This design comes from an exercise in tuning for small area on the open sky130 flow, not from production work.
Where RTL was checked, it was by simulation tests only, not by an equivalence proof against the original.

// CORDIC_COS_SIN
module CORDIC_COS_SIN #(
    parameter DATA_WIDTH = 16,
    parameter PHASE_WIDTH = 32,
    parameter STAGE = 16
) (
    input clk,
    input rst,
    input en,
    input mode,
    input signed [DATA_WIDTH-1:0] x0,
    input signed [DATA_WIDTH-1:0] y0,
    input signed [PHASE_WIDTH-1:0] phase,
    output valid,
    output [DATA_WIDTH:0] cos,
    output [DATA_WIDTH:0] sin
);
Settings: LEC_CHECK=0, ABC_AREA=1, CAP_MARGIN=20, CORE_MARGIN=2, CORE_UTILIZATION=55, CTS_BUF_LIST=sky130_fd_sc_hd__clkbuf_4 sky130_fd_sc_hd__clkbuf_8, CTS_CLUSTER_DIAMETER=60, CTS_CLUSTER_SIZE=30, GPL_TIMING_DRIVEN=0, SETUP_SLACK_MARGIN=-0.1, SLEW_MARGIN=20; clock period 5.0 ns.
standard.sh (not shown) runs the stock make flow with config.mk's settings and CLKGATE_MAP_FILE= SYNTH_SCRIPT=/design/flow/synth_recipe.tcl, a recipe that flattens the netlist after the stock synthesis.
==> flow/flow/run.sh <==
#!/bin/bash
set -euo pipefail
bash standard.sh BUFFER_PORTS_ARGS="-buffer_cell sky130_fd_sc_hd__buf_2" finish > standard_flow.log 2>&1
Then changed:
==> flow/flow/run.sh (replaced) <==
#!/bin/bash
set -euo pipefail
bash standard.sh BUFFER_PORTS_ARGS="-buffer_cell sky130_fd_sc_hd__buf_1" finish > standard_flow.log 2>&1
Settings changed: SETUP_SLACK_MARGIN -0.1 to -0.2.
What happened: Worst setup slack loses 0.085 ns; clock-buffer cell count grows by 3; routed wire length grows by about 1%; non-clock buffer count shrinks by 14; die area is unchanged; via count stays flat; critical path depth grows by 2; hold slack loses 0.013 ns; global-route usage grows by 0.24 points.
Then changed:
==> flow/run.sh (new file) <==
#!/bin/bash
# synth_recipe.tcl (not shown) runs the flow's synth.tcl, then flattens the netlist and writes it again
# the make line also repeats each setting of config.mk as NAME=value (left out here)
make -C /OpenROAD-flow-scripts/flow DESIGN_CONFIG=/design/flow/config.mk WORK_HOME=/design/flow/orfs CLKGATE_MAP_FILE= SYNTH_SCRIPT=/design/flow/synth_recipe.tcl finish
Settings changed: SETUP_SLACK_MARGIN -0.2 to unset.
removed: flow/flow/run.sh
removed: flow/standard.sh
Effect: Synthesized area does not change; worst setup slack improved by 0.036 ns; die area stays the same; wire length increases slightly; cell count rose slightly; synthesized cell count is unchanged; via count rises slightly; maximum frequency goes up slightly.
Then changed:
==> flow/flow/run.sh (new file) <==
#!/bin/bash
set -euo pipefail
bash standard.sh BUFFER_PORTS_ARGS="-buffer_cell sky130_fd_sc_hd__buf_2" finish > standard_flow.log 2>&1
==> flow/standard.sh (new file) <==
#!/bin/bash
# synth_recipe.tcl (not shown) runs the flow's synth.tcl, then flattens the netlist and writes it again
# the make line also repeats each setting of config.mk as NAME=value (left out here)
make -C /OpenROAD-flow-scripts/flow DESIGN_CONFIG=/design/flow/config.mk WORK_HOME=/design/flow/orfs CLKGATE_MAP_FILE= SYNTH_SCRIPT=/design/flow/synth_recipe.tcl "${@:-finish}"
Settings changed: SETUP_SLACK_MARGIN set to -0.2.
removed: flow/run.sh
- The changed run ran to the end with no violations
- setup slack gains 0.016 ns
- routed wire length drops by 1.9%
- clock skew is about the same
- cell area drops by 3.5%
- clock-buffer cell count drops by 1
- sequential share of layout area climbs by 0.66 points

========
Another version of the RTL of CORDIC_COS_SIN (not shown whole).
Size in the first run: about 360 flip-flops, ~100 I/O pins.
clock: 5.0 ns
lec_check: 0
abc_area: 1
cap_margin: 20
core_margin: 2
core_utilization: 40
cts_buf_list: sky130_fd_sc_hd__clkbuf_2 sky130_fd_sc_hd__clkbuf_4
cts_cluster_size: 20
slew_margin: 20
run.sh (not shown) runs the stock make flow with config.mk's settings and CLKGATE_MAP_FILE= SYNTH_SCRIPT=/design/flow/synth_recipe.tcl, a recipe that flattens the netlist after the stock synthesis.
Stock flow here: none of the scripts above is used.
The first run went through all stages and came out clean.
Then changed:
--- a/flow/config.mk
+++ b/flow/config.mk
@@ -9,6 +9,7 @@
 export CAP_MARGIN = 20
 export CORE_MARGIN = 2
-export CORE_UTILIZATION = 40
-export CTS_BUF_LIST = sky130_fd_sc_hd__clkbuf_2 sky130_fd_sc_hd__clkbuf_4
-export CTS_CLUSTER_SIZE = 20
+export CORE_UTILIZATION = 55
+export CTS_BUF_LIST = sky130_fd_sc_hd__clkbuf_4 sky130_fd_sc_hd__clkbuf_8
+export CTS_CLUSTER_DIAMETER = 60
+export CTS_CLUSTER_SIZE = 30
 export SLEW_MARGIN = 20
After rerunning:
- routed wire length is higher slightly
- core utilization is higher by 16 points
- via count is lower by a few percent
- global-route usage is higher by 5.9 points
- cell area is lower slightly
- setup slack is worse by 11 ps
- clock-buffer cell count is lower by 87
Then changed:
--- a/flow/config.mk
+++ b/flow/config.mk
@@ -9,7 +9,4 @@
 export CAP_MARGIN = 20
 export CORE_MARGIN = 2
-export CORE_UTILIZATION = 55
-export CTS_BUF_LIST = sky130_fd_sc_hd__clkbuf_4 sky130_fd_sc_hd__clkbuf_8
-export CTS_CLUSTER_DIAMETER = 60
-export CTS_CLUSTER_SIZE = 30
+export CORE_UTILIZATION = 40
 export SLEW_MARGIN = 20
The new run ran to the end with no violations.
Worst setup slack got worse by 39 ps.
Final cell count rose by 6.0%.
Flip-flop and latch count is unchanged.
Core utilization goes down by 16 points.
Die area rose by 37%.
Maximum frequency went down by 0.83%.
Synthesized cell count does not change.
Clock skew goes down by 29 ps.
Hold slack gets worse by 40 ps.

========
CORDIC_COS_SIN, a different RTL version from the one above (not shown whole).
For scale: roughly 3600 cells after synthesis, about 100 I/O pins, ~0.032 sq mm of cells after synthesis.
Settings: LEC_CHECK=0, ABC_AREA=0, CAP_MARGIN=20, CORE_MARGIN=2, CORE_UTILIZATION=55, CTS_BUF_LIST=sky130_fd_sc_hd__clkbuf_4 sky130_fd_sc_hd__clkbuf_8, CTS_CLUSTER_DIAMETER=60, CTS_CLUSTER_SIZE=30, GPL_TIMING_DRIVEN=0, SLEW_MARGIN=20; clock period 5.0 ns.
The baseline produced a layout that fails on setup timing.
Change:
--- a/flow/config.mk
+++ b/flow/config.mk
@@ -6,5 +6,5 @@
 export NUM_CORES = 4
 export LEC_CHECK = 0
-export ABC_AREA = 0
+export ABC_AREA = 1
 export CAP_MARGIN = 20
 export CORE_MARGIN = 2
@@ -14,3 +14,4 @@
 export CTS_CLUSTER_SIZE = 30
 export GPL_TIMING_DRIVEN = 0
+export PLACE_DENSITY = 0.75
 export SLEW_MARGIN = 20
=> Now the flow completed without violations. Synthesized area goes up by 0.84%. Die area goes up by 0.83%. Setup slack improved by 0.59 ns.
Change:
--- a/flow/config.mk
+++ b/flow/config.mk
@@ -14,4 +14,3 @@
 export CTS_CLUSTER_SIZE = 30
 export GPL_TIMING_DRIVEN = 0
-export PLACE_DENSITY = 0.75
 export SLEW_MARGIN = 20
Setup slack loses 0.0068 ns.
Via count goes down by a few percent.
Final area goes down slightly.
Synthesized area does not change.
Cell count goes down slightly.
Core utilization goes down by 0.56 points.
Non-clock buffer count goes down by 14.
Global-route usage goes up by 0.58 points.
Function was not checked in any run of this note: the RTL went through the layout flow alone.

## what the ideal ports hide
The results above use ideal ports. As a check the final layouts listed here were re-extracted and re-timed, cells and wires unchanged.
Step 1, drivers: a clkbuf_16 drives clk and a buf_2 each remaining input, both assumed.
Step 2 adds t to the input delays and takes it off the output delays; t is the mean of the earliest and latest rising clock arrival at the registers after step 1. Input paths then give back, and output paths get back, about the clock's delay inside the block.
Three values: ideal, step 1, step 2; two values: the first two.
run	shift t [ns]	setup slack, ns	cell pins on the clock port's net
the first run of note 1	0.674	0.213 / 0.213 / -0.285	1
the second run of note 1	0.685	0.128 / 0.128 / -0.293	1
the third run of note 1	0.685	0.164 / 0.164 / -0.318	1
the fourth run of note 1	0.674	0.180 / 0.180 / -0.420	1
the first run of note 2	0.920	0.290 / 0.232 / 0.201	1
the second run of note 2	0.686	0.279 / 0.216 / 0.134	1
the third run of note 2	0.639	0.239 / 0.180 / 0.223	1
the first run of note 3	0.682	-0.449 / -0.449 / -0.449	1
the second run of note 3	0.688	0.145 / 0.144 / -0.311	1
the third run of note 3	0.666	0.138 / 0.138 / -0.342	1
Met with ideal ports but missed after step 2: setup timing in 6 of these runs. The setup slack of the fourth run of note 1, which loses most, moves by 0.000 ns with the drivers and by -0.600 ns with both steps.
